This is an optimization exercise on Yosys and OpenROAD, whose aim is small area and a short achievable clock period, not a production implementation.
RTL that was checked went through simulation tests only; none was proved equivalent to the original.
Only the layout flow was run in run 6; the RTL was not checked for function there.
Power figures rest on the tool's default switching activity, not on a simulated workload.

===== design/flow/design.v =====
module tf_multi (
    input  signed [11:0] a,
    input  signed [11:0] b,
    input  signed [13:0] a3,       
    input  signed [13:0] b3,       
    input         [47:0] sel,      
    output        [12:0] re_s,     
    output        [12:0] re_c,
    output        [8:0]  re_l,     
    output        [12:0] im_s,
    output        [12:0] im_c,
    output        [8:0]  im_l
);
    wire [4:0] c6 = sel[47:43], c3 = sel[42:38], c0 = sel[37:33];
    wire [4:0] s6 = sel[32:28], s3 = sel[27:23], s0 = sel[22:18];
    wire [2:0] ns = sel[17:15];
    wire [2:0] k_ra6 = sel[14:12], k_rb6 = sel[11:9], k_ib6 = sel[8:6],
               k_ia3 = sel[5:3],   k_ib3 = sel[2:0];
    function [21:0] row(input signed [11:0] x, input signed [13:0] x3,
                        input [3:0] m, input neg, input integer p, input [2:0] kc);
        reg signed [21:0] mv, xs, x3s;
        begin
            xs = x;
            x3s = x3;
            mv = ({22{m[0]}} & xs) | ({22{m[1]}} & (xs << 1))
               | ({22{m[2]}} & x3s) | ({22{m[3]}} & (xs << 2));
            row = neg ? ~(mv << p) : ((mv << p) | kc);
        end
    endfunction
    function [43:0] csa(input [21:0] x, input [21:0] y, input [21:0] z);
        csa = {x ^ y ^ z, ((x & y) | (x & z) | (y & z)) << 1};
    endfunction
    function [43:0] tree6(input [21:0] r0, input [21:0] r1, input [21:0] r2,
                          input [21:0] r3, input [21:0] r4, input [21:0] r5);
        reg [43:0] l1a, l1b, l2;
        begin
            l1a = csa(r0, r1, r2);
            l1b = csa(r3, r4, r5);
            l2  = csa(l1a[43:22], l1a[21:0], l1b[43:22]);
            tree6 = csa(l2[43:22], l2[21:0], l1b[21:0]);
        end
    endfunction
    wire [43:0] re_v = tree6(row(a, a3, c6[3:0], c6[4], 6, k_ra6),
                             row(a, a3, c3[3:0], c3[4], 3, 3'd0),
                             row(a, a3, c0[3:0], c0[4], 0, 3'd0),
                             row(b, b3, s6[3:0], s6[4], 6, k_rb6),
                             row(b, b3, s3[3:0], s3[4], 3, 3'd0),
                             row(b, b3, s0[3:0], s0[4], 0, 3'd0));
    wire [43:0] im_v = tree6(row(a, a3, s6[3:0], ns[2], 6, 3'd0),
                             row(a, a3, s3[3:0], ns[1], 3, k_ia3),
                             row(a, a3, s0[3:0], ns[0], 0, 3'd0),
                             row(b, b3, c6[3:0], c6[4], 6, k_ib6),
                             row(b, b3, c3[3:0], c3[4], 3, k_ib3),
                             row(b, b3, c0[3:0], c0[4], 0, 3'd0));
    wire [4:0] re_lo = re_v[25:22] + re_v[3:0];
    wire [4:0] im_lo = im_v[25:22] + im_v[3:0];
    assign re_s = re_v[42:30];
    assign re_c = re_v[20:8];
    assign re_l = {re_v[29:26], re_v[7:4], re_lo[4]};
    assign im_s = im_v[42:30];
    assign im_c = im_v[20:8];
    assign im_l = {im_v[29:26], im_v[7:4], im_lo[4]};
endmodule
module tf_dec (
    input  [2:0]  k,
    output [47:0] sel
);
    function [4:0] dg(input integer d);
        dg = {d < 0, (d == 4 || d == -4), (d == 3 || d == -3),
              (d == 2 || d == -2), (d == 1 || d == -1)};
    endfunction
    reg [47:0] t;
    always @(*) begin
        case (k)
            3'd1: t = {dg( 4), dg(-2), dg(-4), dg(1), dg( 4), dg( 2), 3'b111, 3'd2, 3'd0, 3'd5, 3'd0, 3'd0};
            3'd2: t = {dg( 3), dg(-1), dg(-3), dg(3), dg(-1), dg(-2), 3'b100, 3'd4, 3'd0, 3'd3, 3'd0, 3'd0};
            3'd3: t = {dg( 1), dg( 4), dg( 1), dg(4), dg(-2), dg(-3), 3'b100, 3'd2, 3'd0, 3'd1, 3'd0, 3'd0};
            3'd4: t = {dg( 0), dg( 0), dg( 0), dg(4), dg( 0), dg( 0), 3'b100, 3'd0, 3'd0, 3'd1, 3'd0, 3'd0};
            3'd5: t = {dg(-1), dg(-4), dg(-2), dg(4), dg(-2), dg(-3), 3'b100, 3'd0, 3'd5, 3'd0, 3'd4, 3'd0};
            3'd6: t = {dg(-3), dg( 1), dg( 2), dg(3), dg(-1), dg(-2), 3'b100, 3'd0, 3'd3, 3'd0, 3'd2, 3'd0};
            3'd7: t = {dg(-4), dg( 2), dg( 3), dg(1), dg( 4), dg( 2), 3'b111, 3'd0, 3'd1, 3'd0, 3'd0, 3'd4};
            default: t = 48'd0;
        endcase
    end
    assign sel = t;
endmodule
module tf_multi2 (
    input  signed [11:0] a,
    input  signed [11:0] b,
    input  signed [12:0] u,
    input  signed [12:0] v,
    input                w2,       
    input                w4,
    input                w6,
    output        [12:0] re_s,     
    output        [12:0] re_c,
    output        [8:0]  re_l,     
    output        [12:0] im_s,
    output        [12:0] im_c,
    output        [8:0]  im_l
);
    function [43:0] csa(input [21:0] x, input [21:0] y, input [21:0] z);
        csa = {x ^ y ^ z, ((x & y) | (x & z) | (y & z)) << 1};
    endfunction
    function [43:0] tree6(input [21:0] r0, input [21:0] r1, input [21:0] r2,
                          input [21:0] r3, input [21:0] r4, input [21:0] r5);
        reg [43:0] l1a, l1b, l2;
        begin
            l1a = csa(r0, r1, r2);
            l1b = csa(r3, r4, r5);
            l2  = csa(l1a[43:22], l1a[21:0], l1b[43:22]);
            tree6 = csa(l2[43:22], l2[21:0], l1b[21:0]);
        end
    endfunction
    wire signed [21:0] xr = w6 ? v : w2 ? u : 22'sd0;
    wire signed [21:0] xi = w6 ? ~u : w2 ? v : 22'sd0;
    wire signed [21:0] nu = ~u;
    wire signed [21:0] na = ~a;
    wire signed [21:0] su = u;
    wire signed [21:0] sv = v;
    wire signed [21:0] sb = b;
    wire signed [21:0] re_r0 = w2 ? su : w6 ? (sv <<< 1) : 22'sd0;
    wire signed [21:0] re_r5 = w2 ? sb : w4 ? (sb <<< 8) : 22'sd0;
    wire signed [21:0] im_r0 = w2 ? sv : w6 ? (nu <<< 1) : 22'sd256;
    wire signed [21:0] im_r5 = w2 ? na : w4 ? (na <<< 8) : 22'sd182;
    wire [21:0] im_r2 = (xi <<< 2) | {21'd0, w2};
    wire [43:0] re_v = tree6(xr <<< 7, xr <<< 5, xr <<< 4, xr <<< 2, re_r0, re_r5);
    wire [43:0] im_v = tree6(xi <<< 7, xi <<< 5, xi <<< 4, im_r2, im_r0, im_r5);
    wire [4:0] re_lo = re_v[25:22] + re_v[3:0];
    wire [4:0] im_lo = im_v[25:22] + im_v[3:0];
    assign re_s = re_v[42:30];
    assign re_c = re_v[20:8];
    assign re_l = {re_v[29:26], re_v[7:4], re_lo[4]};
    assign im_s = im_v[42:30];
    assign im_c = im_v[20:8];
    assign im_l = {im_v[29:26], im_v[7:4], im_lo[4]};
endmodule
module fft_16 (
    input                clk,
    input                rst_n,
    input                en,
    input  signed [11:0] sin_re,
    input  signed [11:0] sin_im,
    output signed [11:0] sout_re,
    output signed [11:0] sout_im
);
    function signed [11:0] sat13(input signed [12:0] x);
        sat13 = (x[12] ^ x[11]) ? {x[12], {11{~x[12]}}} : x[11:0];
    endfunction
    function signed [12:0] sx(input signed [11:0] x);
        sx = x;
    endfunction
    reg [3:0] count;
    wire [3:0] count_n = (!rst_n || !en) ? 4'd0 : count + 4'd1;
    always @(posedge clk) count <= count_n;
    reg z1;             
    reg bf2;            
    reg p2;             
    reg [47:0] sel1;    
    reg w2r, w4r, w6r;  
    wire [47:0] sel1_n;
    tf_dec dec1 (.k(count_n[2:0] + 3'd1), .sel(sel1_n));
    always @(posedge clk) begin
        z1  <= (count_n[2:0] == 3'd0);
        bf2 <= (count_n[2:0] == 3'd0) | (count_n[2] & (count_n[1] | count_n[0]));
        p2  <= (count_n[1:0] == 2'd1) & ~count_n[2];
        sel1 <= sel1_n;
        w2r <= (count_n[1:0] == 2'd1);
        w4r <= (count_n[1:0] == 2'd2);
        w6r <= (count_n[1:0] == 2'd3);
    end
    reg [7:0] age;
    always @(posedge clk) age <= rst_n ? {age[6:0], 1'b1} : 8'd0;
    wire ok1 = age[7];      
    wire ok2 = age[3];      
    wire ok3 = age[1];      
    integer i;
    reg signed [12:0] d1r0_re, d1r0_im;           
    reg signed [11:0] d1_re [1:7];
    reg signed [11:0] d1_im [1:7];
    reg signed [12:0] s1_re, s1_im;               
    reg signed [13:0] p3_re, p3_im;               
    reg        [12:0] v1rs, v1rc, v1is, v1ic;     
    reg        [8:0]  v1rl, v1il;     
    wire [4:0] c1r = v1rl[8:5] + v1rl[4:1] + v1rl[0];
    wire [4:0] c1i = v1il[8:5] + v1il[4:1] + v1il[0];
    wire v1r8 = c1r[4], v1i8 = c1i[4];
    wire signed [11:0] a1_re = ok1 ? d1_re[7] : 12'sd0;
    wire signed [11:0] a1_im = ok1 ? d1_im[7] : 12'sd0;
    wire [12:0] t1rs, t1rc, t1is, t1ic;
    wire [8:0]  t1rl, t1il;
    tf_multi tf1 (.a(d1_re[6]), .b(d1_im[6]), .a3(p3_re), .b3(p3_im),
                  .sel(sel1),
                  .re_s(t1rs), .re_c(t1rc), .re_l(t1rl),
                  .im_s(t1is), .im_c(t1ic), .im_l(t1il));
    wire tw1 = ~count[3] & ~z1 & ok1;
    wire signed [12:0] add1_re = sx(a1_re) + sx(sin_re);
    wire signed [12:0] add1_im = sx(a1_im) + sx(sin_im);
    wire signed [12:0] s1a_re = z1 ? sx(a1_re) : tw1 ? v1rs : 13'sd0;
    wire signed [12:0] s1a_im = z1 ? sx(a1_im) : tw1 ? v1is : 13'sd0;
    wire signed [12:0] s1b_re = tw1 ? v1rc : 13'sd0;
    wire signed [12:0] s1b_im = tw1 ? v1ic : 13'sd0;
    wire signed [12:0] m1_re = s1a_re + s1b_re + (tw1 & v1r8);
    wire signed [12:0] m1_im = s1a_im + s1b_im + (tw1 & v1i8);
    wire signed [12:0] s1n_re = count[3] ? add1_re : m1_re;
    wire signed [12:0] s1n_im = count[3] ? add1_im : m1_im;
    wire signed [12:0] d1a_re = count[3] ? ~sx(a1_re) : 13'sd0;
    wire signed [12:0] d1a_im = count[3] ? ~sx(a1_im) : 13'sd0;
    wire signed [12:0] d1n_re = d1a_re + sx(sin_re);
    wire signed [12:0] d1n_im = d1a_im + sx(sin_im);
    reg d1c;
    always @(posedge clk) begin
        v1rs <= t1rs; v1rc <= t1rc; v1is <= t1is; v1ic <= t1ic;
        v1rl <= t1rl; v1il <= t1il;
        d1r0_re <= d1n_re;
        d1r0_im <= d1n_im;
        d1c <= count[3];
        d1_re[1] <= sat13(d1r0_re ^ {13{d1c}});
        d1_im[1] <= sat13(d1r0_im ^ {13{d1c}});
        for (i = 2; i < 8; i = i + 1) begin
            d1_re[i] <= d1_re[i-1];
            d1_im[i] <= d1_im[i-1];
        end
        p3_re <= (d1_re[5] <<< 1) + d1_re[5];
        p3_im <= (d1_im[5] <<< 1) + d1_im[5];
        if (!rst_n) begin
            s1_re <= 13'd0; s1_im <= 13'd0;
        end else begin
            s1_re <= s1n_re;
            s1_im <= s1n_im;
        end
    end
    wire signed [11:0] y1_re = sat13(s1_re);
    wire signed [11:0] y1_im = sat13(s1_im);
    reg signed [12:0] d2r0_re, d2r0_im;
    reg signed [11:0] d2_re [1:3];
    reg signed [11:0] d2_im [1:3];
    reg signed [12:0] s2_re, s2_im;
    reg signed [12:0] u2, v2;                     
    reg        [12:0] v2rs, v2rc, v2is, v2ic;
    reg        [8:0]  v2rl, v2il;     
    wire [4:0] c2r = v2rl[8:5] + v2rl[4:1] + v2rl[0];
    wire [4:0] c2i = v2il[8:5] + v2il[4:1] + v2il[0];
    wire v2r8 = c2r[4], v2i8 = c2i[4];
    wire signed [11:0] a2_re = ok2 ? d2_re[3] : 12'sd0;
    wire signed [11:0] a2_im = ok2 ? d2_im[3] : 12'sd0;
    wire [12:0] t2rs, t2rc, t2is, t2ic;
    wire [8:0]  t2rl, t2il;
    tf_multi2 tf2 (.a(d2_re[2]), .b(d2_im[2]), .u(u2), .v(v2),
                   .w2(w2r), .w4(w4r), .w6(w6r),
                   .re_s(t2rs), .re_c(t2rc), .re_l(t2rl),
                   .im_s(t2is), .im_c(t2ic), .im_l(t2il));
    wire tw2 = ~bf2 & ~p2 & ok2;
    wire signed [12:0] s2a_re = (bf2 | p2) ? sx(a2_re) : tw2 ? v2rs : 13'sd0;
    wire signed [12:0] s2a_im = (bf2 | p2) ? sx(a2_im) : tw2 ? v2is : 13'sd0;
    wire signed [12:0] s2b_re = bf2 ? sx(y1_re) : tw2 ? v2rc : 13'sd0;
    wire signed [12:0] s2b_im = bf2 ? sx(y1_im) : tw2 ? v2ic : 13'sd0;
    wire signed [12:0] s2n_re = s2a_re + s2b_re + (tw2 & v2r8);
    wire signed [12:0] s2n_im = s2a_im + s2b_im + (tw2 & v2i8);
    wire signed [12:0] d2a_re = bf2 ? sx(a2_re) : 13'sd0;
    wire signed [12:0] d2a_im = bf2 ? sx(a2_im) : 13'sd0;
    wire signed [12:0] d2b_re = sx(y1_re) ^ {13{bf2}};
    wire signed [12:0] d2b_im = sx(y1_im) ^ {13{bf2}};
    wire signed [12:0] d2n_re = d2a_re + d2b_re + bf2;
    wire signed [12:0] d2n_im = d2a_im + d2b_im + bf2;
    always @(posedge clk) begin
        v2rs <= t2rs; v2rc <= t2rc; v2is <= t2is; v2ic <= t2ic;
        v2rl <= t2rl; v2il <= t2il;
        d2r0_re <= d2n_re;
        d2r0_im <= d2n_im;
        d2_re[1] <= sat13(d2r0_re);
        d2_im[1] <= sat13(d2r0_im);
        d2_re[2] <= d2_re[1]; d2_im[2] <= d2_im[1];
        d2_re[3] <= d2_re[2]; d2_im[3] <= d2_im[2];
        u2 <= d2_re[1] + d2_im[1];
        v2 <= d2_im[1] - d2_re[1];
        if (!rst_n) begin
            s2_re <= 13'd0; s2_im <= 13'd0;
        end else begin
            s2_re <= s2n_re;
            s2_im <= s2n_im;
        end
    end
    wire signed [11:0] y2_re = sat13(s2_re);
    wire signed [11:0] y2_im = sat13(s2_im);
    reg signed [12:0] d3r0_re, d3r0_im;
    reg signed [11:0] d3_re, d3_im;
    reg signed [12:0] s3_re, s3_im;
    wire signed [11:0] a3_re = ok3 ? d3_re : 12'sd0;
    wire signed [11:0] a3_im = ok3 ? d3_im : 12'sd0;
    wire c1 = count[1], c0 = count[0];
    wire nc1 = ~count[1], nc0 = ~count[0];
    wire signed [12:0] s3a_re = (c1 & c0) ? sx(a3_im) : sx(a3_re);
    wire signed [12:0] s3a_im = (c1 & c0) ? ~sx(a3_re) : sx(a3_im);
    wire signed [12:0] s3n_re = s3a_re + (c1 ? 13'sd0 : sx(y2_re));
    wire signed [12:0] s3n_im = s3a_im + (c1 ? 13'sd0 : sx(y2_im)) + (c1 & c0);
    wire signed [12:0] d3n_re = (c1 ? 13'sd0 : sx(a3_re)) + (sx(y2_re) ^ {13{nc1}}) + nc1;
    wire signed [12:0] d3n_im = (c1 ? 13'sd0 : sx(a3_im)) + (sx(y2_im) ^ {13{nc1}}) + nc1;
    always @(posedge clk) begin
        d3r0_re <= d3n_re;
        d3r0_im <= d3n_im;
        d3_re <= sat13(d3r0_re);
        d3_im <= sat13(d3r0_im);
        if (!rst_n) begin
            s3_re <= 13'd0; s3_im <= 13'd0;
        end else begin
            s3_re <= s3n_re;
            s3_im <= s3n_im;
        end
    end
    wire signed [11:0] y3_re = sat13(s3_re);
    wire signed [11:0] y3_im = sat13(s3_im);
    reg signed [12:0] d4r_re, d4r_im;
    reg signed [11:0] s4_re, s4_im;
    wire signed [11:0] a4_re = sat13(d4r_re);
    wire signed [11:0] a4_im = sat13(d4r_im);
    wire signed [12:0] s4n_re = sx(a4_re) + (c0 ? 13'sd0 : sx(y3_re));
    wire signed [12:0] s4n_im = sx(a4_im) + (c0 ? 13'sd0 : sx(y3_im));
    wire signed [12:0] d4n_re = (c0 ? 13'sd0 : sx(a4_re)) + (sx(y3_re) ^ {13{nc0}}) + nc0;
    wire signed [12:0] d4n_im = (c0 ? 13'sd0 : sx(a4_im)) + (sx(y3_im) ^ {13{nc0}}) + nc0;
    always @(posedge clk) begin
        if (!rst_n) begin
            d4r_re <= 13'd0; d4r_im <= 13'd0;
            s4_re <= 12'd0;  s4_im <= 12'd0;
        end else begin
            d4r_re <= d4n_re;
            d4r_im <= d4n_im;
            s4_re <= sat13(s4n_re);
            s4_im <= sat13(s4n_im);
        end
    end
    assign sout_re = s4_re;
    assign sout_im = s4_im;
endmodule

===== design/flow/flow/run.sh =====
#!/bin/bash
set -euo pipefail
export SETUP_SLACK_MARGIN=7.5
export SETUP_MOVE_SEQUENCE=unbuffer,sizeup,swap,clone,split
bash standard.sh > make_standard.log 2>&1

===== design/flow/standard.sh =====
#!/bin/bash
# synth_recipe.tcl (not shown) runs the flow's synth.tcl, then flattens the netlist and writes it again
# the make line also repeats each setting of config.mk as NAME=value (left out here)
make -C /OpenROAD-flow-scripts/flow DESIGN_CONFIG=/design/flow/config.mk WORK_HOME=/design/flow/orfs CLKGATE_MAP_FILE= SYNTH_SCRIPT=/design/flow/synth_recipe.tcl "${@:-finish}"

===== design/flow/config.mk =====
export PLATFORM = sky130hd
export DESIGN_NAME = fft_16
export DESIGN_NICKNAME = fft_16
export VERILOG_FILES = /design/flow/design.v
export SDC_FILE = /design/flow/constraint.sdc
export NUM_CORES = 4
export LEC_CHECK = 0
export ABC_CLOCK_PERIOD_IN_PS = 2500
export CAP_MARGIN = 20
export CORE_MARGIN = 2
export CORE_UTILIZATION = 40
export CTS_CLUSTER_DIAMETER = 80
export CTS_CLUSTER_SIZE = 25
export SLEW_MARGIN = 20

===== design/flow/constraint.sdc =====
create_clock -name core_clock -period 11.0 [get_ports {clk}]
set_input_delay 2.2000 -clock core_clock [delete_from_list [all_inputs] [get_ports {clk}]]
set_output_delay 2.2000 -clock core_clock [all_outputs]
set_load 0.01 [all_outputs]

==> summary.txt, run 1 <==
### Detailed routing
- 5.36 — drt via density
- 19.5 µm — routed length per instance
- 112000 µm — wire length after detailed routing
- 6960 µm — routed wire length on met3
- 10 — Detailed Routing Iterations Pass 1
- 0 — remaining antenna violation count
- 51300 µm — Routed met1 length
- met5 — highest routed metal layer
- 30800 — DR vias
- 2823 — number of design-rule violations left by the first detailed-router iteration
- 51100 µm — routed wl met2
- 0 — # DRC

### GRT
- 0.203 — GRT Overall Usage
- 3 — antenna violations before repair
- 86 — pin count of the biggest net entering global routing
- 0 — sum of overflow across all layers after global routing
- 171000 µm — first-pass GRT wire length
- 30000 — via count of the first global-routing pass

### Clocking
- 696 — total clock sinks
- done — clock tree from TritonCTS
- 2 — Max H-tree Level
- 90 ps — clock-pin slew on the worst setup and hold paths
- 660 ps — worst-skew pair later-pin latency
- sky130_fd_sc_hd__clkbuf_16 — CTS Root Buffer Type
- 3 — maximum buffer depth of the clock tree
- 42 — number of CTS-inserted buffers

### Final layout
- sky130_fd_sc_hd__dfxtp_1 — most common cell after layout, fill and taps aside
- 0.0895 — fraction of layout cells with a size suffix above 1
- 11.3% — post-synthesis to final-layout area growth
- 673 x sky130_fd_sc_hd__dfxtp_1, 343 x sky130_fd_sc_hd__inv_1, 325 x sky130_fd_sc_hd__ha_1, 319 x sky130_fd_sc_hd__nand2_1, 267 x sky130_fd_sc_hd__fa_1 — most used cells in the layout excluding fill and tap cells
- 9991 — number of filler instances in the final layout
- 5005 — Total Nets Final

### Place
- 50 — number of port buffers
- 82700 µm — placed wire-length estimate
- 0.891 — routability congestion estimate

### Yosys
- 0.331 — part of the Yosys area used for sequential elements
- 42100 µm² — area of the mapped netlist
- 9.57 µm² — synthesized area per cell
- 80 — number of distinct library cells after synthesis
- 696 — number of register bits inferred by synthesis
- 0 — fraction of registers with async set or reset after synthesis
- 12 — synthesis warning total
- sky130_fd_sc_hd__dfxtp_1 — Main synth FF type
- 4396 — number of cells produced by synthesis
- 5060 — nets in the synthesized netlist
- 0 — number of flops mapped to enable cells by yosys

### Job
- 0 — number of maximum-capacitance constraint violations

### Timing
- 3520 ps — Final min period
- 0 — Final setup violation count
- 0.279 — worst-case headroom to the max-slew limit
- 0 ps — Setup Total Neg Slack
- 0 — Final Hold Vio Count
- 44.9 ps — Worst Clk Skew
- 0.320 — final critical-path share of the clock period
- 284 MHz — fmax
- 0 — max-slew violation total from the final report
- yes — setup repair after global routing missed its margin
- 1080 ps — pin slew with the least headroom to its limit

### Die
- 108000 µm² — Die Footprint
- 328 µm — Die H
- 104000 µm² — Core ar.
- 118 — FP Rows
- 0.405 — starting density of the core
- 328 µm — die width
- 51 — number of ports placed on the die boundary

### Pwr
- 215 nW/µm² — power per standard cell area
- 10100 µW — total power of the final layout
- 0.122 mV — maximum vdd ir drop
- 0.0207 µW — leakage dissipation

### Worst setup path
- 340 ps — Crit path largest cell delay
- sin_re[2] — origin of the worst setup path
- 11550 ps — critical path data required time
- primary input — type of element launching the critical path
- sky130_fd_sc_hd__o31a_1 — library cell contributing the largest single delay on the critical path
- primary input to flip-flop — type of the worst setup path
- 4070 ps — arrival time of the worst setup path
- flip-flop — Crit. End Element
- 4 — maximum fanout along the worst path
- d4r_re[11]$_SDFF_PN0_ — r2r startpoint
- clkdlybuf4s15_1 -> ha_4 -> nor2b_1 -> o21ai_2 -> a21oi_2 -> o31a_1 -> a31oi_2 -> xnor2_1 -> a31o_2 — cells along the critical path

### Worst hold path
- flip-flop to flip-flop — hold crit path type
- d1_re[3][4]$_DFF_P_ — start point of the worst min-delay path

### Outcome
- no timing/DRC/antenna violations — outcome

area by class of cell:
| type | instances | area [µm²] | share of cell area |
|---|---|---|---|
| tap | 1380 | 1730 | 0.0369 |
| clock buffer | 47 | 1100 | 0.0235 |
| sequential | 696 | 14000 | 0.299 |
| inverter | 361 | 1380 | 0.0294 |
| clock inverter | 25 | 329 | 0.00703 |
| timing repair inverter | 6 | 32.5 | 0.000695 |
| timing repair buffer | 97 | 1050 | 0.0225 |
| multi-input combinational | 3137 | 27200 | 0.581 |
| antenna | 1 | 2.50 | 0.0000535 |
state kept, by name, summed over array words and instances (netlist names), 19 cells and up:
register / count
d1_im: 83
d1_re: 83
d2_im: 36
d2_re: 36
sel1: 19
repair_timing:
action / 4_1_cts / 5_1_grt
buffers inserted: 3 / 2
gates resized for setup: 168 / 141
hold buffers: 0 / 0
gates cloned: 9 / 12
endpoints found under the setup margin: 213 / 145
pin swaps: 20 / 56
per-stage QoR:
step	hold slack (ps)	std cells	area [µm²]	worst slack, ps	utilization
after floorplan	310	4396	42500	7200	-
after global placement	312	5650	44200	6290	0.425
after detailed placement	312	5651	44200	6300	0.425
after CTS	301	5735	46100	7330	0.444
after global routing	316	5749	46800	7380	0.450
final	308	5750	46800	7480	0.450
worst paths after layout:
| path | to | slack [ps] | depth (start not counted) |
|---|---|---|---|
| setup / recovery | s1_re[10]$_SDFF_PN0_ | 7480 | 9 |
| hold / removal | d1_re[4][4]$_DFF_P_ | 310 | 0 |
| setup reg to reg | s4_re[0]$_SDFF_PN0_ | 7540 | 14 |
| hold reg to reg | d1_re[4][4]$_DFF_P_ | 310 | 0 |
Yosys cell counts, types with 108 or more instances:
cell | number | area [µm²]
sky130_fd_sc_hd__fa_1 | 278 | 5570
sky130_fd_sc_hd__nand2_1 | 322 | 1210
sky130_fd_sc_hd__nor2_1 | 222 | 833
sky130_fd_sc_hd__a21oi_1 | 212 | 1060
sky130_fd_sc_hd__clkbuf_1 | 170 | 638
sky130_fd_sc_hd__o21ai_0 | 224 | 1120
sky130_fd_sc_hd__xor2_1 | 136 | 1190
sky130_fd_sc_hd__inv_1 | 358 | 1340
sky130_fd_sc_hd__nor2b_1 | 108 | 676
sky130_fd_sc_hd__ha_1 | 359 | 4490
sky130_fd_sc_hd__xnor2_1 | 247 | 2160
sky130_fd_sc_hd__dfxtp_1 | 696 | 13900
power breakdown:
part | switching, µW | leakage (µW) | total, µW | internal, µW
Clock | 981 | 0.000694 | 1780 | 799
Sequential | 563 | 0.00581 | 3840 | 3270
Combinational | 2470 | 0.0142 | 4440 | 1970
Total | 4010 | 0.0207 | 10100 | 6040
routing by layer:
layer / vias up / global-route usage
met5: - / 0
li1: 14900 / -
met4: 2 / 0.0498
met3: 149 / 0.0306
met2: 890 / 0.329
met1: 14900 / 0.283
critical path: cells and delay by family:
kind / cells / cell delay, ps
and+or+nand+nor: 1 / 130
xor gates and xnor gates: 1 / 110
AOI/OAI and AO/OA: 5 / 1080
buffers and inverters: 1 / 260
adders and majority gates: 1 / 300
cell families after synthesis:
group,synth area share
flops,0.331
compound gates,0.162
mux,0.0119
xor+xnor,0.0797
simple gates,0.120
buf+inv,0.0516
fa+ha+maj,0.244
==> run 2, diff against run 1 <==
==> design/flow/flow/run.sh (replaced) <==
#!/bin/bash
set -euo pipefail
export SETUP_SLACK_MARGIN=7.9
export SETUP_MOVE_SEQUENCE=unbuffer,sizeup,swap,clone,split
bash standard.sh > make_standard.log 2>&1
==> summary.txt, run 2 <==
### Outcome
- no timing/DRC/antenna violations — outcome

### Yosys
- 80 — number of distinct library cells after synthesis
- 0 — fraction of registers with async set or reset after synthesis
- 12 — synthesis warning total
- 0 — number of flops mapped to enable cells by yosys
- sky130_fd_sc_hd__dfxtp_1 — most common cell in the netlist
- sky130_fd_sc_hd__dfxtp_1 — cell taking the most area after synthesis
- 696 x sky130_fd_sc_hd__dfxtp_1, 359 x sky130_fd_sc_hd__ha_1, 358 x sky130_fd_sc_hd__inv_1, 322 x sky130_fd_sc_hd__nand2_1, 278 x sky130_fd_sc_hd__fa_1 — commonest cells in the synthesized netlist
- 5060 — nets in the synthesized netlist
- 42100 µm² — area of the mapped netlist
- sky130_fd_sc_hd__dfxtp_1 33%, sky130_fd_sc_hd__fa_1 13%, sky130_fd_sc_hd__ha_1 11%, sky130_fd_sc_hd__xnor2_1 5.1%, sky130_fd_sc_hd__inv_1 3.2% — largest cells by area after synthesis
- sky130_fd_sc_hd__dfxtp_1 — Main synth FF type
- 9.57 µm² — synthesized area per cell
- 0.331 — part of the Yosys area used for sequential elements
- 4396 — number of cells produced by synthesis
- 0.331 — proportion of netlist area held by the largest area contributor
- 696 — number of register bits inferred by synthesis

### Worst setup path
- 8 — maximum fanout along the worst path
- 3980 ps — arrival time of the worst setup path
- 11540 ps — critical path data required time
- v2is[7]$_DFF_P_ — Critical R2R Capture
- 10 — WP depth
- adder cells — Top delay family on crit path
- v2is[7]$_DFF_P_ — worst setup path end
- sel1[45]$_DFF_P_ — r2r startpoint
- flip-flop — Crit. End Element
- 7570 ps — worst reg-to-reg setup slack
- clkinvlp_4 -> nor2_4 -> buf_8 -> nand2_4 -> o21ai_4 -> inv_2 -> fa_2 -> inv_2 -> fa_2 -> fa_2 — cells along the critical path
- 4 — WP buf/inv
- flip-flop to flip-flop — type of the worst setup path
- 10 — number of cells on the worst reg-to-reg path
- sky130_fd_sc_hd__fa_2 — cell repeated most along the worst path
- sky130_fd_sc_hd__fa_2 — library cell contributing the largest single delay on the critical path
- 590 ps — Crit path largest cell delay
- sel1[45]$_DFF_P_ — origin of the worst setup path
- flip-flop — type of element launching the critical path

### Final layout
- 5043 — Total Nets Final
- 14100 µm² — Register Area
- 48900 µm² — post-route cell area
- 28500 µm² — area used by multi-input combinational logic
- 5789 — non-filler cells in the finished layout
- d1_im (83), d1_re (83) — largest registers
- 9721 — number of filler instances in the final layout
- 0.163 — fraction of layout cells with a size suffix above 1
- 16.3% — post-synthesis to final-layout area growth
- 640 x sky130_fd_sc_hd__dfxtp_1, 312 x sky130_fd_sc_hd__inv_1, 308 x sky130_fd_sc_hd__nand2_1, 301 x sky130_fd_sc_hd__ha_1, 244 x sky130_fd_sc_hd__xnor2_1 — most used cells in the layout excluding fill and tap cells
- sky130_fd_sc_hd__dfxtp_1 — most common cell after layout, fill and taps aside

### Timing
- 0 — Final Hold Vio Count
- 0.367 — worst-case headroom to the max-slew limit
- 0 ps — Setup Total Neg Slack
- 946 ps — pin slew with the least headroom to its limit
- 0 — Final setup violation count
- 3430 ps — Final min period
- 7570 ps — Final WS setup
- 40.4 ps — Worst Clk Skew
- yes — setup repair after global routing missed its margin
- 0 — max-slew violation total from the final report
- 291 MHz — fmax
- 0.312 — final critical-path share of the clock period

### Detailed routing
- 9410 µm — routed wire length on met3
- 0 — remaining antenna violation count
- 31500 — DR vias
- 2740 — number of design-rule violations left by the first detailed-router iteration
- 10 — Detailed Routing Iterations Pass 1
- 52600 µm — Routed met1 length
- 0 — # DRC
- 5.44 — drt via density
- met5 — highest routed metal layer
- 120000 µm — wire length after detailed routing
- 20.8 µm — routed length per instance
- 53800 µm — routed wl met2

### Place
- 44400 µm² — cell area reported after detailed placement
- 5639 — Placed Cells
- 83600 µm — placed wire-length estimate
- 0.904 — routability congestion estimate
- 6300 ps — Place WS
- 50 — number of port buffers

### Die
- 51 — number of ports placed on the die boundary
- 118 — FP Rows
- 108000 µm² — Die Footprint
- 328 µm — die width
- 328 µm — Die H
- 104000 µm² — Core ar.
- 0.405 — starting density of the core

### Clocking
- 0 — CTS Hold Bufs
- sky130_fd_sc_hd__clkbuf_16 — CTS Root Buffer Type
- 3 — maximum buffer depth of the clock tree
- 110 ps — clock-pin slew on the worst setup and hold paths
- 2 — Max H-tree Level
- done — clock tree from TritonCTS
- 696 — total clock sinks
- 43 — number of CTS-inserted buffers
- 670 ps — worst-skew pair later-pin latency

### Pwr
- 0.0211 µW — leakage dissipation
- 10500 µW — total power of the final layout
- 214 nW/µm² — power per standard cell area
- 0.165 mV — maximum vdd ir drop

### GRT
- 2 — antenna violations before repair
- 74 — pin count of the biggest net entering global routing
- 30700 — via count of the first global-routing pass
- 0 — sum of overflow across all layers after global routing
- 180000 µm — first-pass GRT wire length
- 0.216 — GRT Overall Usage

### Worst hold path
- d1_re[1][10]$_DFF_P_ — start point of the worst min-delay path
- flip-flop to flip-flop — hold crit path type

### Job
- 0 — number of maximum-capacitance constraint violations

[run 2: worst min path at each step]
| stage | end | slack [ps] | cells after the start |
|---|---|---|---|
| 2_1_floorplan | d1_im[2][0]$_DFF_P_ | 310 | 0 |
| 3_3_place_gp | d1_im[5][11]$_DFF_P_ | 310 | 0 |
| 3_5_place_dp | d1_im[2][2]$_DFF_P_ | 310 | 0 |
| 4_1_cts | d1_re[2][10]$_DFF_P_ | 330 | 0 |
| 5_1_grt | d1_re[2][10]$_DFF_P_ | 330 | 0 |
| 6_report | d1_re[2][10]$_DFF_P_ | 330 | 0 |
[run 2: power breakdown]
part | internal [µW] | switching, µW | leakage (µW)
Clock | 822 | 1010 | 0.000719
Sequential | 3280 | 613 | 0.00582
Combinational | 2120 | 2650 | 0.0146
Total | 6220 | 4280 | 0.0211
[run 2: layer usage]
| layer | track usage | vias to the layer above |
|---|---|---|
| met5 | 0.00355 | - |
| met4 | 0.0808 | 4 |
| met1 | 0.290 | 15200 |
| li1 | - | 15000 |
| met3 | 0.0492 | 228 |
| met2 | 0.338 | 1084 |
[run 2: what timing repair did]
action	in CTS	in global routing
gates resized for setup	474	265
pin swaps	146	152
setup endpoints to repair	334	226
setup buffers	15	9
cloned	40	11
[run 2: cell families (layout without fill, tap and decap cells)]
logic type,after synthesis,count (layout),share of synthesized area
DFF,696,696,0.331
buffers and inverters,575,568,0.0516
other,0,1,0
muxes,48,48,0.0119
and+or+nand+nor,1037,1054,0.120
adders and majority gates,657,657,0.244
AOI/OAI and AO/OA,1000,1001,0.162
xor gates and xnor gates,383,384,0.0797
[run 2: cell type report]
class,instances,share of cell area
antenna,1,0.0000511
inverter,361,0.0285
sequential,696,0.287
timing repair buffer,124,0.0357
tap,1380,0.0353
clock buffer,45,0.0221
clock inverter,29,0.00810
timing repair inverter,9,0.00112
multi-input combinational,3144,0.582
[run 2: through the flow]
stage | hold WS [ps] | util
global placement | 310 | 0.428
detailed placement | 312 | 0.428
floorplan | 310 | -
global route | 333 | 0.471
CTS | 331 | 0.459
finish | 330 | 0.471
==> run 3, diff against run 2 <==
==> design/flow/flow/run.sh (replaced) <==
#!/bin/bash
set -euo pipefail
export SETUP_SLACK_MARGIN=7.7
export SETUP_MOVE_SEQUENCE=unbuffer,sizeup,swap,clone,split
bash standard.sh > make_standard.log 2>&1
==> summary.txt, run 3 <==
### Outcome
- no timing/DRC/antenna violations — outcome

### Yosys
- 696 x sky130_fd_sc_hd__dfxtp_1, 359 x sky130_fd_sc_hd__ha_1, 358 x sky130_fd_sc_hd__inv_1, 322 x sky130_fd_sc_hd__nand2_1, 278 x sky130_fd_sc_hd__fa_1 — commonest cells in the synthesized netlist
- 696 — number of register bits inferred by synthesis
- 0 — fraction of registers with async set or reset after synthesis
- 12 — synthesis warning total
- 0.331 — proportion of netlist area held by the largest area contributor
- sky130_fd_sc_hd__dfxtp_1 — most common cell in the netlist
- 0 — number of flops mapped to enable cells by yosys
- 80 — number of distinct library cells after synthesis
- 5060 — nets in the synthesized netlist
- 0.331 — part of the Yosys area used for sequential elements
- sky130_fd_sc_hd__dfxtp_1 33%, sky130_fd_sc_hd__fa_1 13%, sky130_fd_sc_hd__ha_1 11%, sky130_fd_sc_hd__xnor2_1 5.1%, sky130_fd_sc_hd__inv_1 3.2% — largest cells by area after synthesis
- sky130_fd_sc_hd__dfxtp_1 — Main synth FF type
- sky130_fd_sc_hd__dfxtp_1 — cell taking the most area after synthesis
- 4396 — number of cells produced by synthesis
- 9.57 µm² — synthesized area per cell
- 42100 µm² — area of the mapped netlist

### Die
- 104000 µm² — Core ar.
- 328 µm — Die H
- 0.405 — starting density of the core
- 51 — number of ports placed on the die boundary
- 118 — FP Rows
- 328 µm — die width
- 108000 µm² — Die Footprint

### Timing
- 0 ps — Setup Total Neg Slack
- 0 — max-slew violation total from the final report
- 0 — Final Hold Vio Count
- 0.421 — worst-case headroom to the max-slew limit
- 39.0 ps — Worst Clk Skew
- 0 — Final setup violation count
- 312 ps — smallest hold slack
- 294 MHz — fmax
- yes — setup repair after global routing missed its margin
- 3400 ps — Final min period
- 865 ps — pin slew with the least headroom to its limit
- 0.309 — final critical-path share of the clock period
- 7600 ps — Final WS setup

### Clocking
- 42 — number of CTS-inserted buffers
- 0 — CTS Hold Bufs
- 2 — Max H-tree Level
- 100 ps — clock-pin slew on the worst setup and hold paths
- done — clock tree from TritonCTS
- 696 — total clock sinks
- 3 — maximum buffer depth of the clock tree
- 670 ps — worst-skew pair later-pin latency
- sky130_fd_sc_hd__clkbuf_16 — CTS Root Buffer Type

### Detailed routing
- 117000 µm — wire length after detailed routing
- 2779 — number of design-rule violations left by the first detailed-router iteration
- 10 — Detailed Routing Iterations Pass 1
- 0 — remaining antenna violation count
- 0 — # DRC
- 20.3 µm — routed length per instance
- 5.41 — drt via density
- 31200 — DR vias

### Worst setup path
- 3950 ps — arrival time of the worst setup path
- sel1[36]$_DFF_P_ — r2r startpoint
- 7600 ps — worst reg-to-reg setup slack
- flip-flop to flip-flop — type of the worst setup path
- 6 — maximum fanout along the worst path
- flip-flop — Crit. End Element
- 11 — number of cells on the worst reg-to-reg path
- v1rl[0]$_DFF_P_ — Critical R2R Capture
- flip-flop — type of element launching the critical path
- 11550 ps — critical path data required time

### Final layout
- 27800 µm² — area used by multi-input combinational logic
- 14000 µm² — Register Area
- sky130_fd_sc_hd__dfxtp_1 — most common cell after layout, fill and taps aside
- 9854 — number of filler instances in the final layout
- 0 — Antenna Cells
- 14.1% — post-synthesis to final-layout area growth
- d1_im (83), d1_re (83) — largest registers
- 653 x sky130_fd_sc_hd__dfxtp_1, 329 x sky130_fd_sc_hd__inv_1, 318 x sky130_fd_sc_hd__ha_1, 311 x sky130_fd_sc_hd__nand2_1, 253 x sky130_fd_sc_hd__fa_1 — most used cells in the layout excluding fill and tap cells
- 5023 — Total Nets Final
- 0.126 — fraction of layout cells with a size suffix above 1
- 48000 µm² — post-route cell area

### GRT
- 178000 µm — first-pass GRT wire length
- 5 — antenna violations before repair
- 81 — pin count of the biggest net entering global routing
- 30600 — via count of the first global-routing pass
- 0.213 — GRT Overall Usage
- 0 — sum of overflow across all layers after global routing

### Job
- 0 — number of maximum-capacitance constraint violations

### Pwr
- 0.152 mV — maximum vdd ir drop
- 10300 µW — total power of the final layout
- 215 nW/µm² — power per standard cell area
- 0.0209 µW — leakage dissipation

### Worst hold path
- flip-flop to flip-flop — hold crit path type
- d1_im[3][2]$_DFF_P_ — start point of the worst min-delay path
- 0 — Hold Path Stages
- d1_im[4][2]$_DFF_P_ — end of the worst hold path

### Place
- 44200 µm² — cell area reported after detailed placement
- 50 — number of port buffers
- 0.891 — routability congestion estimate
- 6160 ps — Place WS
- 84500 µm — placed wire-length estimate

run 3: cell counts after synthesis:
Identical to the previous run, type by type.
run 3: report_power, final:
part	switching (µW)	leakage, µW	internal (µW)	total, µW
combinational	2590	0.0144	2020	4620
clock	990	0.000699	821	1810
sequential	601	0.00582	3270	3880
run 3: worst max path at each step:
stage                      start                    to  slack (ps)  cells past startpoint
6_report        sel1[36]$_DFF_P_       v1rl[0]$_DFF_P_        7600                     11
5_1_grt        age[7]$_SDFF_PN0_  s1_re[10]$_SDFF_PN0_        7480                     14
4_1_cts          v2rl[1]$_DFF_P_  s2_re[12]$_SDFF_PN0_        7520                     15
3_5_place_dp         bf2$_DFF_P_  s2_re[12]$_SDFF_PN0_        6160                     13
3_3_place_gp         bf2$_DFF_P_  s2_re[12]$_SDFF_PN0_        6270                     13
2_1_floorplan          sin_re[0]   d1r0_re[12]$_DFF_P_        7200                     10
run 3: cell type report:
class / count / area share
clock buffer: 48 / 0.0230
timing repair inverter: 8 / 0.00104
sequential: 696 / 0.292
multi-input combinational: 3140 / 0.580
tap: 1380 / 0.0360
clock inverter: 25 / 0.00766
inverter: 361 / 0.0290
timing repair buffer: 110 / 0.0311
run 3: worst max-delay path, stage by stage, from the launching register on:
cell and delay [ps]:
sky130_fd_sc_hd__dfxtp_4 400, sky130_fd_sc_hd__buf_12 150, sky130_fd_sc_hd__a22o_1 210, sky130_fd_sc_hd__a221oi_2 190, sky130_fd_sc_hd__xor2_1 220, sky130_fd_sc_hd__fa_1 470, sky130_fd_sc_hd__inv_2 70, sky130_fd_sc_hd__fa_1 440
sky130_fd_sc_hd__fa_1 570, sky130_fd_sc_hd__ha_4 210, sky130_fd_sc_hd__nor4b_4 120, sky130_fd_sc_hd__or2_4 230
run 3: per-stage QoR:
| stage | util | cells |
|---|---|---|
| floorplan | - | 4396 |
| global placement | 0.425 | 5643 |
| detailed placement | 0.425 | 5643 |
| CTS | 0.452 | 5752 |
| global route | 0.462 | 5768 |
| finish | 0.462 | 5768 |
run 3: kinds of logic (layout without fill, tap and decap cells):
logic type / after synthesis / after routing / share of synthesized area
adders and majority gates: 657 / 657 / 0.244
buffers and inverters: 575 / 552 / 0.0516
xor gates and xnor gates: 383 / 384 / 0.0797
and+or+nand+nor: 1037 / 1050 / 0.120
AOI/OAI and AO/OA: 1000 / 1001 / 0.162
DFF: 696 / 696 / 0.331
muxes: 48 / 48 / 0.0119
run 3: routing by layer:
| layer | GRT usage | vias to the layer above | part of all wire |
|---|---|---|---|
| met3 | 0.0435 | 182 | 0.072 |
| li1 | - | 14900 | - |
| met5 | 0 | - | 0.00027 |
| met4 | 0.0655 | 4 | 0.032 |
| met2 | 0.343 | 971 | 0.46 |
| met1 | 0.287 | 15200 | 0.44 |
run 3: timing repair:
| action | in CTS | in global routing |
|---|---|---|
| resized for setup | 379 | 212 |
| setup endpoints to repair | 287 | 152 |
| setup buffers | 7 | 3 |
| gates cloned | 29 | 13 |
| pin swaps | 80 | 108 |
==> run 4, diff against run 3 <==
--- a/design/flow/config.mk
+++ b/design/flow/config.mk
@@ -11,4 +11,5 @@
 export CORE_UTILIZATION = 40
 export CTS_CLUSTER_DIAMETER = 80
 export CTS_CLUSTER_SIZE = 25
+export PLACE_DENSITY = 0.7
 export SLEW_MARGIN = 20
==> summary.txt, run 4 <==
### Detailed routing
- 5.50 — drt via density
- 113000 µm — wire length after detailed routing
- 19.7 µm — routed length per instance
- 0 — remaining antenna violation count
- 31700 — DR vias
- 3424 — number of design-rule violations left by the first detailed-router iteration
- 15 — Detailed Routing Iterations Pass 1
- 0 — # DRC

### Die
- 118 — FP Rows
- 108000 µm² — Die Footprint
- 328 µm — die width
- 104000 µm² — Core ar.
- 0.405 — starting density of the core
- 51 — number of ports placed on the die boundary
- 328 µm — Die H

### Timing
- yes — setup repair after global routing missed its margin
- 0 — max-slew violation total from the final report
- 305 ps — smallest hold slack
- 0 — Final Hold Vio Count
- 53.7 ps — Worst Clk Skew
- 294 MHz — fmax
- 0 — Final setup violation count
- 0.309 — final critical-path share of the clock period
- 3400 ps — Final min period
- 0 ps — Setup Total Neg Slack
- 1010 ps — pin slew with the least headroom to its limit
- 0.321 — worst-case headroom to the max-slew limit

### Pwr
- 0.0209 µW — leakage dissipation
- 0.165 mV — maximum vdd ir drop
- 213 nW/µm² — power per standard cell area

### GRT
- 173000 µm — first-pass GRT wire length
- 2 — antenna violations before repair
- 0 — sum of overflow across all layers after global routing
- 0.204 — GRT Overall Usage
- 31100 — via count of the first global-routing pass
- 72 — pin count of the biggest net entering global routing

### Final layout
- 648 x sky130_fd_sc_hd__dfxtp_1, 335 x sky130_fd_sc_hd__inv_1, 319 x sky130_fd_sc_hd__ha_1, 313 x sky130_fd_sc_hd__nand2_1, 263 x sky130_fd_sc_hd__fa_1 — most used cells in the layout excluding fill and tap cells
- 13.2% — post-synthesis to final-layout area growth
- 0.119 — fraction of layout cells with a size suffix above 1
- d1_im (83), d1_re (83) — largest registers
- sky130_fd_sc_hd__dfxtp_1 — most common cell after layout, fill and taps aside
- 47600 µm² — post-route cell area
- 5767 — non-filler cells in the finished layout
- 0 — Antenna Cells
- 0.458 — Layout Utilization
- 5025 — Total Nets Final

### Clocking
- sky130_fd_sc_hd__clkbuf_16 — CTS Root Buffer Type
- 90 ps — clock-pin slew on the worst setup and hold paths
- 41 — number of CTS-inserted buffers
- 0 — CTS Hold Bufs
- 3 — maximum buffer depth of the clock tree
- done — clock tree from TritonCTS
- 696 — total clock sinks
- 2 — Max H-tree Level
- 640 ps — worst-skew pair later-pin latency

### Yosys
- 0 — fraction of registers with async set or reset after synthesis
- sky130_fd_sc_hd__dfxtp_1 — most common cell in the netlist
- 12 — synthesis warning total
- 5060 — nets in the synthesized netlist
- sky130_fd_sc_hd__dfxtp_1 — Main synth FF type
- 696 — number of register bits inferred by synthesis
- 0.331 — part of the Yosys area used for sequential elements
- 42100 µm² — area of the mapped netlist
- 696 x sky130_fd_sc_hd__dfxtp_1, 359 x sky130_fd_sc_hd__ha_1, 358 x sky130_fd_sc_hd__inv_1, 322 x sky130_fd_sc_hd__nand2_1, 278 x sky130_fd_sc_hd__fa_1 — commonest cells in the synthesized netlist
- 4396 — number of cells produced by synthesis
- 0.331 — proportion of netlist area held by the largest area contributor
- 9.57 µm² — synthesized area per cell
- 0 — number of flops mapped to enable cells by yosys
- sky130_fd_sc_hd__dfxtp_1 — cell taking the most area after synthesis
- 80 — number of distinct library cells after synthesis
- sky130_fd_sc_hd__dfxtp_1 33%, sky130_fd_sc_hd__fa_1 13%, sky130_fd_sc_hd__ha_1 11%, sky130_fd_sc_hd__xnor2_1 5.1%, sky130_fd_sc_hd__inv_1 3.2% — largest cells by area after synthesis

### Job
- 0 — number of maximum-capacitance constraint violations

### Outcome
- no timing/DRC/antenna violations — outcome

### Worst setup path
- 3920 ps — arrival time of the worst setup path
- 6 — maximum fanout along the worst path
- flip-flop to flip-flop — type of the worst setup path
- 11520 ps — critical path data required time
- flip-flop — Crit. End Element
- flip-flop — type of element launching the critical path

### Place
- 44200 µm² — cell area reported after detailed placement
- 5639 — Placed Cells
- 50 — number of port buffers
- 0.926 — routability congestion estimate
- 80700 µm — placed wire-length estimate

### Worst hold path
- flip-flop to flip-flop — hold crit path type

run 4: cell type report:
cell class / instances / area [µm²]
fill: 9723 / 56300
multi-input combinational: 3142 / 27600
sequential: 696 / 14000
tap: 1380 / 1730
timing repair buffer: 111 / 1440
inverter: 361 / 1390
clock buffer: 46 / 1100
clock inverter: 23 / 312
timing repair inverter: 8 / 45.0
run 4: layer usage:
layer  GRT usage  up-vias  share of wire
met1       0.267    15300           0.42
met3      0.0298      289          0.074
met4      0.0852        2          0.044
met2       0.336     1190           0.46
met5           0        -       0.000079
li1            -    14900              -
run 4: metrics by stage:
step                      power [µW]  setup slack (ps)
final                          10200              7600
after global routing           10900              7460
after CTS                      10000              7490
after detailed placement        8160              6280
after global placement          8020              6340
after floorplan                 6840              7200
run 4: repair_timing:
| action | in CTS | in global routing |
|---|---|---|
| pin swaps | 72 | 120 |
| setup endpoints to repair | 293 | 150 |
| buffers inserted | 13 | 5 |
| cloned | 26 | 15 |
| resized for setup | 350 | 184 |
run 4: cells by family (layout without fill, tap and decap cells):
| family | count (synthesis) | in the layout | share of synthesized area |
|---|---|---|---|
| buffers and inverters | 575 | 549 | 0.0516 |
| DFF | 696 | 696 | 0.331 |
| and+or+nand+nor | 1037 | 1052 | 0.120 |
| muxes | 48 | 48 | 0.0119 |
| AOI/OAI and AO/OA | 1000 | 1001 | 0.162 |
| adders and majority gates | 657 | 657 | 0.244 |
| xor gates and xnor gates | 383 | 384 | 0.0797 |
run 4: path summary, 6_finish.rpt:
check | cells after the start | slack, ps | from | to
setup / recovery | 11 | 7600 | sel1[36]$_DFF_P_ | v1rl[0]$_DFF_P_
hold / removal | 0 | 300 | d1_im[3][1]$_DFF_P_ | d1_im[4][1]$_DFF_P_
setup reg to reg | 11 | 7600 | sel1[36]$_DFF_P_ | v1rl[0]$_DFF_P_
hold reg to reg | 0 | 300 | d1_im[3][1]$_DFF_P_ | d1_im[4][1]$_DFF_P_
run 4: critical path, cell delays in order, from the launching register on:
cell                       delay (ps)
sky130_fd_sc_hd__dfxtp_4          400
sky130_fd_sc_hd__buf_12           160
sky130_fd_sc_hd__a22o_1           210
sky130_fd_sc_hd__a221oi_2         210
sky130_fd_sc_hd__xor2_1           230
sky130_fd_sc_hd__fa_1             460
sky130_fd_sc_hd__inv_2             70
sky130_fd_sc_hd__fa_1             430
sky130_fd_sc_hd__fa_1             470
sky130_fd_sc_hd__ha_1             290
sky130_fd_sc_hd__nor4b_4          130
sky130_fd_sc_hd__or2_4            230
run 4: power by group:
part / internal (µW) / switching, µW / total, µW
Sequential: 3280 / 572 / 3850
Combinational: 2000 / 2530 / 4540
Clock: 810 / 963 / 1770
Total: 6090 / 4070 / 10200
==> run 5, diff against run 4 <==
==> design/flow/flow/run.sh (replaced) <==
#!/bin/bash
set -euo pipefail
export SETUP_SLACK_MARGIN=7.6
export SETUP_MOVE_SEQUENCE=unbuffer,sizeup,swap,clone,split
bash standard.sh > make_standard.log 2>&1
==> summary.txt, run 5 <==
### Final layout
- 5757 — non-filler cells in the finished layout
- 47300 µm² — post-route cell area
- 668 x sky130_fd_sc_hd__dfxtp_1, 338 x sky130_fd_sc_hd__inv_1, 322 x sky130_fd_sc_hd__ha_1, 317 x sky130_fd_sc_hd__nand2_1, 264 x sky130_fd_sc_hd__fa_1 — most used cells in the layout excluding fill and tap cells
- 12.4% — post-synthesis to final-layout area growth
- sky130_fd_sc_hd__dfxtp_1 — most common cell after layout, fill and taps aside
- 0.103 — fraction of layout cells with a size suffix above 1
- 5016 — Total Nets Final
- d1_im (83), d1_re (83) — largest registers

### Clocking
- done — clock tree from TritonCTS
- 2 — Max H-tree Level
- 696 — total clock sinks
- 41 — number of CTS-inserted buffers
- 3 — maximum buffer depth of the clock tree
- sky130_fd_sc_hd__clkbuf_16 — CTS Root Buffer Type
- 100 ps — clock-pin slew on the worst setup and hold paths
- 0 — CTS Hold Bufs
- 620 ps — worst-skew pair later-pin latency

### Place
- 81300 µm — placed wire-length estimate
- 50 — number of port buffers
- 5644 — Placed Cells
- 44200 µm² — cell area reported after detailed placement
- 6330 ps — Place WS
- 0.921 — routability congestion estimate

### Die
- 51 — number of ports placed on the die boundary
- 108000 µm² — Die Footprint
- 118 — FP Rows
- 0.405 — starting density of the core
- 328 µm — die width
- 328 µm — Die H
- 104000 µm² — Core ar.

### Yosys
- 0.331 — proportion of netlist area held by the largest area contributor
- sky130_fd_sc_hd__dfxtp_1 — most common cell in the netlist
- 80 — number of distinct library cells after synthesis
- 5060 — nets in the synthesized netlist
- 696 — number of register bits inferred by synthesis
- 0 — fraction of registers with async set or reset after synthesis
- 4396 — number of cells produced by synthesis
- 0 — number of flops mapped to enable cells by yosys
- 0.331 — part of the Yosys area used for sequential elements
- 9.57 µm² — synthesized area per cell
- 696 x sky130_fd_sc_hd__dfxtp_1, 359 x sky130_fd_sc_hd__ha_1, 358 x sky130_fd_sc_hd__inv_1, 322 x sky130_fd_sc_hd__nand2_1, 278 x sky130_fd_sc_hd__fa_1 — commonest cells in the synthesized netlist
- sky130_fd_sc_hd__dfxtp_1 — Main synth FF type
- 12 — synthesis warning total
- sky130_fd_sc_hd__dfxtp_1 — cell taking the most area after synthesis
- 42100 µm² — area of the mapped netlist
- sky130_fd_sc_hd__dfxtp_1 33%, sky130_fd_sc_hd__fa_1 13%, sky130_fd_sc_hd__ha_1 11%, sky130_fd_sc_hd__xnor2_1 5.1%, sky130_fd_sc_hd__inv_1 3.2% — largest cells by area after synthesis

### Worst setup path
- 3 — WP buf/inv
- 4050 ps — arrival time of the worst setup path
- 11530 ps — critical path data required time
- 510 ps — Crit path largest cell delay
- sky130_fd_sc_hd__nor3b_4 — library cell contributing the largest single delay on the critical path
- 7480 ps — worst reg-to-reg setup slack
- simple AND/OR/NAND/NOR gates — Top delay family on crit path
- 7 — maximum fanout along the worst path
- flip-flop to flip-flop — type of the worst setup path
- buf_12 -> nor3b_4 -> buf_12 -> nor2b_4 -> fa_2 -> inv_2 -> fa_2 -> nor2b_4 -> o21ai_2 -> a21oi_2 -> nor3_4 -> o31ai_2 -> mux2_4 -> a31o_4 — cells along the critical path
- flip-flop — type of element launching the critical path
- flip-flop — Crit. End Element

### Pwr
- 211 nW/µm² — power per standard cell area
- 0.0208 µW — leakage dissipation
- 0.136 mV — maximum vdd ir drop
- 3990 µW — net switching power
- 0.170 — clock network fraction of design power
- 0.400 — net switching share of the total power
- 0.444 — combinational fraction of design power
- 0.386 — power share of the sequential group
- 5990 µW — design internal power

### Timing
- 7480 ps — Final WS setup
- 319 ps — smallest hold slack
- 3520 ps — Final min period
- 0.318 — worst-case headroom to the max-slew limit
- 0 ps — Setup Total Neg Slack
- 1010 ps — pin slew with the least headroom to its limit
- 0 — Final setup violation count
- 0 — Final Hold Vio Count
- 0.320 — final critical-path share of the clock period
- 0 — max-slew violation total from the final report
- 42.0 ps — Worst Clk Skew
- yes — setup repair after global routing missed its margin
- 284 MHz — fmax

### Detailed routing
- 9 — Detailed Routing Iterations Pass 1
- 31700 — DR vias
- 5.51 — drt via density
- 0 — # DRC
- 0 — remaining antenna violation count
- 3091 — number of design-rule violations left by the first detailed-router iteration
- 113000 µm — wire length after detailed routing
- 19.7 µm — routed length per instance

### Outcome
- no timing/DRC/antenna violations — outcome

### GRT
- 173000 µm — first-pass GRT wire length
- 92 — pin count of the biggest net entering global routing
- 4 — antenna violations before repair
- 31500 — via count of the first global-routing pass
- 0 — sum of overflow across all layers after global routing
- 0.203 — GRT Overall Usage

### Worst hold path
- flip-flop to flip-flop — hold crit path type

### Job
- 0 — number of maximum-capacitance constraint violations

[run 5: stage by stage]
step	utilization	power, µW
4_1_cts	0.448	9880
2_1_floorplan	-	6820
3_5_place_dp	0.425	8100
3_3_place_gp	0.425	7970
6_report	0.455	9990
5_1_grt	0.455	10700
[run 5: power by group through the flow]
stage	clock (µW)	sequential (µW)	combinational [µW]
2_1_floorplan	0	3580	3250
3_3_place_gp	0	3870	4100
3_5_place_dp	0	3880	4230
4_1_cts	1740	3820	4320
5_1_grt	1830	3890	5020
6_report	1700	3850	4440
[run 5: kinds of logic (layout without fill, tap and decap cells)]
family	count (synthesis)	in the layout	share of synthesized area
xor+xnor	383	384	0.0797
mux	48	48	0.0119
other cells	0	1	0
buf+inv	575	543	0.0516
flops	696	696	0.331
fa+ha+maj	657	657	0.244
simple gates	1037	1047	0.120
compound gates	1000	1001	0.162
[run 5: worst paths after layout]
path,cells after the start,end,start
setup / recovery,14,s1_re[10]$_SDFF_PN0_,count[3]$_SDFF_PP0_
hold / removal,0,d1_im[4][5]$_DFF_P_,d1_im[3][5]$_DFF_P_
setup reg to reg,14,s1_re[10]$_SDFF_PN0_,count[3]$_SDFF_PP0_
hold reg to reg,0,d1_im[4][5]$_DFF_P_,d1_im[3][5]$_DFF_P_
[run 5: layout make-up]
cell class | instances | area, µm²
fillers | 9727 | 56700
multi-input cells | 3137 | 27400
flip-flops and latches | 696 | 14000
well taps | 1380 | 1730
repair buffers | 109 | 1420
inverters | 361 | 1380
clock buffers | 46 | 1110
clock inverters | 21 | 245
repair inverters | 6 | 35.0
diodes | 1 | 2.50
[run 5: routing by layer]
metal | vias to the layer above | GRT usage | share of wire
li1 | 14900 | - | -
met1 | 15300 | 0.260 | 0.41
met2 | 1195 | 0.336 | 0.46
met3 | 289 | 0.0405 | 0.083
met4 | 4 | 0.0827 | 0.046
met5 | - | 0 | 0.00020
[run 5: what timing repair did]
action	4_1_cts	5_1_grt
buffers inserted	3	6
cloned	21	15
pin swaps	42	93
resized for setup	257	150
endpoints found under the setup margin	287	166
==> run 6, diff against run 5 <==
--- a/design/flow/design.v
+++ b/design/flow/design.v
@@ -283,7 +283,7 @@
     end
     wire signed [11:0] y2_re = sat13(s2_re);
     wire signed [11:0] y2_im = sat13(s2_im);
-    reg signed [12:0] d3r0_re, d3r0_im;
+    reg signed [11:0] d3r0_re, d3r0_im;
     reg signed [11:0] d3_re, d3_im;
     reg signed [12:0] s3_re, s3_im;
     wire signed [11:0] a3_re = ok3 ? d3_re : 12'sd0;
@@ -297,10 +297,10 @@
     wire signed [12:0] d3n_re = (c1 ? 13'sd0 : sx(a3_re)) + (sx(y2_re) ^ {13{nc1}}) + nc1;
     wire signed [12:0] d3n_im = (c1 ? 13'sd0 : sx(a3_im)) + (sx(y2_im) ^ {13{nc1}}) + nc1;
     always @(posedge clk) begin
-        d3r0_re <= d3n_re;
-        d3r0_im <= d3n_im;
-        d3_re <= sat13(d3r0_re);
-        d3_im <= sat13(d3r0_im);
+        d3r0_re <= sat13(d3n_re);
+        d3r0_im <= sat13(d3n_im);
+        d3_re <= d3r0_re;
+        d3_im <= d3r0_im;
         if (!rst_n) begin
             s3_re <= 13'd0; s3_im <= 13'd0;
         end else begin
@@ -310,21 +310,21 @@
     end
     wire signed [11:0] y3_re = sat13(s3_re);
     wire signed [11:0] y3_im = sat13(s3_im);
-    reg signed [12:0] d4r_re, d4r_im;
+    reg signed [11:0] d4r_re, d4r_im;
     reg signed [11:0] s4_re, s4_im;
-    wire signed [11:0] a4_re = sat13(d4r_re);
-    wire signed [11:0] a4_im = sat13(d4r_im);
+    wire signed [11:0] a4_re = d4r_re;
+    wire signed [11:0] a4_im = d4r_im;
     wire signed [12:0] s4n_re = sx(a4_re) + (c0 ? 13'sd0 : sx(y3_re));
     wire signed [12:0] s4n_im = sx(a4_im) + (c0 ? 13'sd0 : sx(y3_im));
     wire signed [12:0] d4n_re = (c0 ? 13'sd0 : sx(a4_re)) + (sx(y3_re) ^ {13{nc0}}) + nc0;
     wire signed [12:0] d4n_im = (c0 ? 13'sd0 : sx(a4_im)) + (sx(y3_im) ^ {13{nc0}}) + nc0;
     always @(posedge clk) begin
         if (!rst_n) begin
-            d4r_re <= 13'd0; d4r_im <= 13'd0;
+            d4r_re <= 12'd0; d4r_im <= 12'd0;
             s4_re <= 12'd0;  s4_im <= 12'd0;
         end else begin
-            d4r_re <= d4n_re;
-            d4r_im <= d4n_im;
+            d4r_re <= sat13(d4n_re);
+            d4r_im <= sat13(d4n_im);
             s4_re <= sat13(s4n_re);
             s4_im <= sat13(s4n_im);
         end
==> design/flow/flow/run.sh (replaced) <==
#!/bin/bash
set -euo pipefail
export SETUP_SLACK_MARGIN=7.7
export SETUP_MOVE_SEQUENCE=unbuffer,sizeup,swap,clone,split
bash standard.sh > make_standard.log 2>&1
==> summary.txt, run 6 <==
### Detailed routing
- 12 — Detailed Routing Iterations Pass 1
- 3002 — number of design-rule violations left by the first detailed-router iteration
- 0 — remaining antenna violation count
- 5.52 — drt via density
- 113000 µm — wire length after detailed routing
- 19.7 µm — routed length per instance
- 0 — # DRC
- 31800 — DR vias

### GRT
- 0.202 — GRT Overall Usage
- 173000 µm — first-pass GRT wire length
- 0 — sum of overflow across all layers after global routing
- 59 — pin count of the biggest net entering global routing
- 31000 — via count of the first global-routing pass
- 4 — antenna violations before repair

### Pwr
- 0.0207 µW — leakage dissipation
- 6010 µW — design internal power
- 3990 µW — net switching power
- 0.155 mV — maximum vdd ir drop
- 208 nW/µm² — power per standard cell area
- 0.179 — clock network fraction of design power
- 10000 µW — total power of the final layout
- 0.388 — power share of the sequential group
- 0.399 — net switching share of the total power
- 0.434 — combinational fraction of design power

### Final layout
- 0.133 — fraction of layout cells with a size suffix above 1
- sky130_fd_sc_hd__dfxtp_1 — most common cell after layout, fill and taps aside
- 5001 — Total Nets Final
- d1_im (83), d1_re (83) — largest registers
- 645 x sky130_fd_sc_hd__dfxtp_1, 323 x sky130_fd_sc_hd__inv_1, 284 x sky130_fd_sc_hd__ha_1, 276 x sky130_fd_sc_hd__nand2_1, 259 x sky130_fd_sc_hd__fa_1 — most used cells in the layout excluding fill and tap cells
- 48100 µm² — post-route cell area
- 14.3% — post-synthesis to final-layout area growth
- 5758 — non-filler cells in the finished layout

### Yosys
- 692 — number of register bits inferred by synthesis
- 4381 — number of cells produced by synthesis
- sky130_fd_sc_hd__dfxtp_1 33%, sky130_fd_sc_hd__fa_1 13%, sky130_fd_sc_hd__ha_1 10%, sky130_fd_sc_hd__xnor2_1 4.9%, sky130_fd_sc_hd__inv_1 3.1% — largest cells by area after synthesis
- sky130_fd_sc_hd__dfxtp_1 — cell taking the most area after synthesis
- 42100 µm² — area of the mapped netlist
- 0.329 — part of the Yosys area used for sequential elements
- 9.61 µm² — synthesized area per cell
- 0.329 — proportion of netlist area held by the largest area contributor
- sky130_fd_sc_hd__dfxtp_1 — most common cell in the netlist
- 0 — fraction of registers with async set or reset after synthesis
- sky130_fd_sc_hd__dfxtp_1 — Main synth FF type
- 0 — number of flops mapped to enable cells by yosys
- 5037 — nets in the synthesized netlist
- 692 x sky130_fd_sc_hd__dfxtp_1, 351 x sky130_fd_sc_hd__ha_1, 343 x sky130_fd_sc_hd__inv_1, 280 x sky130_fd_sc_hd__nand2_1, 278 x sky130_fd_sc_hd__fa_1 — commonest cells in the synthesized netlist
- 12 — synthesis warning total
- 90 — number of distinct library cells after synthesis

### Clocking
- 90 ps — clock-pin slew on the worst setup and hold paths
- 2 — Max H-tree Level
- 692 — total clock sinks
- 42 — number of CTS-inserted buffers
- 620 ps — worst-skew pair later-pin latency
- 0 — CTS Hold Bufs
- done — clock tree from TritonCTS
- sky130_fd_sc_hd__clkbuf_16 — CTS Root Buffer Type
- 3 — maximum buffer depth of the clock tree

### Worst setup path
- 57 — maximum fanout along the worst path
- flip-flop — Crit. End Element
- 450 ps — Crit path largest cell delay
- 4 — WP buf/inv
- buffers and inverters — Top delay family on crit path
- 3970 ps — arrival time of the worst setup path
- primary input — type of element launching the critical path
- primary input to flip-flop — type of the worst setup path
- sky130_fd_sc_hd__nor4b_1 — library cell contributing the largest single delay on the critical path
- buf_2 -> buf_12 -> clkinv_8 -> buf_8 -> nor4b_1 -> nor2b_1 -> a221o_1 — cells along the critical path
- 10 — number of cells on the worst reg-to-reg path
- 11550 ps — critical path data required time
- 7 — WP depth

### Place
- 0.908 — routability congestion estimate
- 5629 — Placed Cells
- 50 — number of port buffers
- 6060 ps — Place WS
- 77800 µm — placed wire-length estimate
- 44300 µm² — cell area reported after detailed placement

### Worst hold path
- flip-flop to flip-flop — hold crit path type
- 0 — Hold Path Stages

### Timing
- 28.6 ps — Worst Clk Skew
- 7580 ps — Final WS setup
- 0.353 — worst-case headroom to the max-slew limit
- yes — setup repair after global routing missed its margin
- 292 MHz — fmax
- 0 — max-slew violation total from the final report
- 3420 ps — Final min period
- 0.311 — final critical-path share of the clock period
- 0 ps — Setup Total Neg Slack
- 0 — Final setup violation count
- 969 ps — pin slew with the least headroom to its limit
- 0 — Final Hold Vio Count

### Die
- 328 µm — Die H
- 0.405 — starting density of the core
- 118 — FP Rows
- 51 — number of ports placed on the die boundary
- 328 µm — die width
- 108000 µm² — Die Footprint
- 104000 µm² — Core ar.

### Job
- 0 — number of maximum-capacitance constraint violations

### Outcome
- no timing/DRC/antenna violations — outcome

==> run 6: timing repair <==
| action | CTS | global route |
|---|---|---|
| setup endpoints to repair | 323 | 152 |
| setup buffers | 14 | 6 |
| pin swaps | 94 | 152 |
| cloned | 27 | 5 |
| gates resized for setup | 377 | 207 |
==> run 6: logic make-up (layout without fill, tap and decap cells) <==
kind of cell | count (synthesis) | after routing | synth area share
xor+xnor | 374 | 375 | 0.0778
other cells | 0 | 3 | 0
mux | 45 | 45 | 0.0110
flops | 692 | 692 | 0.329
buf+inv | 558 | 539 | 0.0500
compound gates | 1035 | 1036 | 0.168
simple gates | 1005 | 1016 | 0.117
fa+ha+maj | 672 | 672 | 0.247
==> run 6: per-layer routing <==
layer	up-vias	wire length, µm	GRT usage
met2	1227	49900	0.318
li1	15000	-	-
met3	267	9020	0.0317
met5	-	11	0
met1	15300	50100	0.283
met4	2	4060	0.0696
==> run 6: layout make-up <==
class                           instances  area, µm²
Timing Repair inverter                  9       60.1
Tap cell                             1380       1730
Clock buffer                           48       1090
Antenna cell                            3       7.51
Clock inverter                         26        365
Multi-Input combinational cell       3144      28200
Sequential cell                       692      14000
Inverter                              348       1350
Fill cell                            9614      55800
Timing Repair Buffer                  108       1340
==> run 6: worst paths after layout <==
path	startpoint	endpoint	slack, ps
setup reg to reg	count[1]$_DFF_P_	d3r0_im[6]$_DFF_P_	7650
hold / removal	d1_re[4][9]$_DFF_P_	d1_re[5][9]$_DFF_P_	320
hold reg to reg	d1_re[4][9]$_DFF_P_	d1_re[5][9]$_DFF_P_	320
setup / recovery	rst_n	s3_im[12]$_SDFF_PN0_	7580
==> run 6: power by group through the flow <==
stage | Clock [µW] | Combinational, µW | Sequential (µW)
4_1_cts | 1820 | 4170 | 3840
3_5_place_dp | 0 | 4010 | 3880
2_1_floorplan | 0 | 3120 | 3570
3_3_place_gp | 0 | 3920 | 3880
6_report | 1790 | 4340 | 3880
5_1_grt | 1910 | 4880 | 3920
==> run 6: metrics by stage <==
| stage | hold WS (ps) | utilization |
|---|---|---|
| 3_5_place_dp | 312 | 0.426 |
| 5_1_grt | 335 | 0.463 |
| 4_1_cts | 324 | 0.453 |
| 6_report | 319 | 0.463 |
| 3_3_place_gp | 310 | 0.426 |
| 2_1_floorplan | 310 | - |

Check on run 6: ideal ports give 7.580 ns setup slack; a clkbuf_16 on the clock port and buf_2 on the inputs give 7.625 ns; moving port delays by the midpoint clock arrival (0.682 ns) as well gives 6.943 ns.
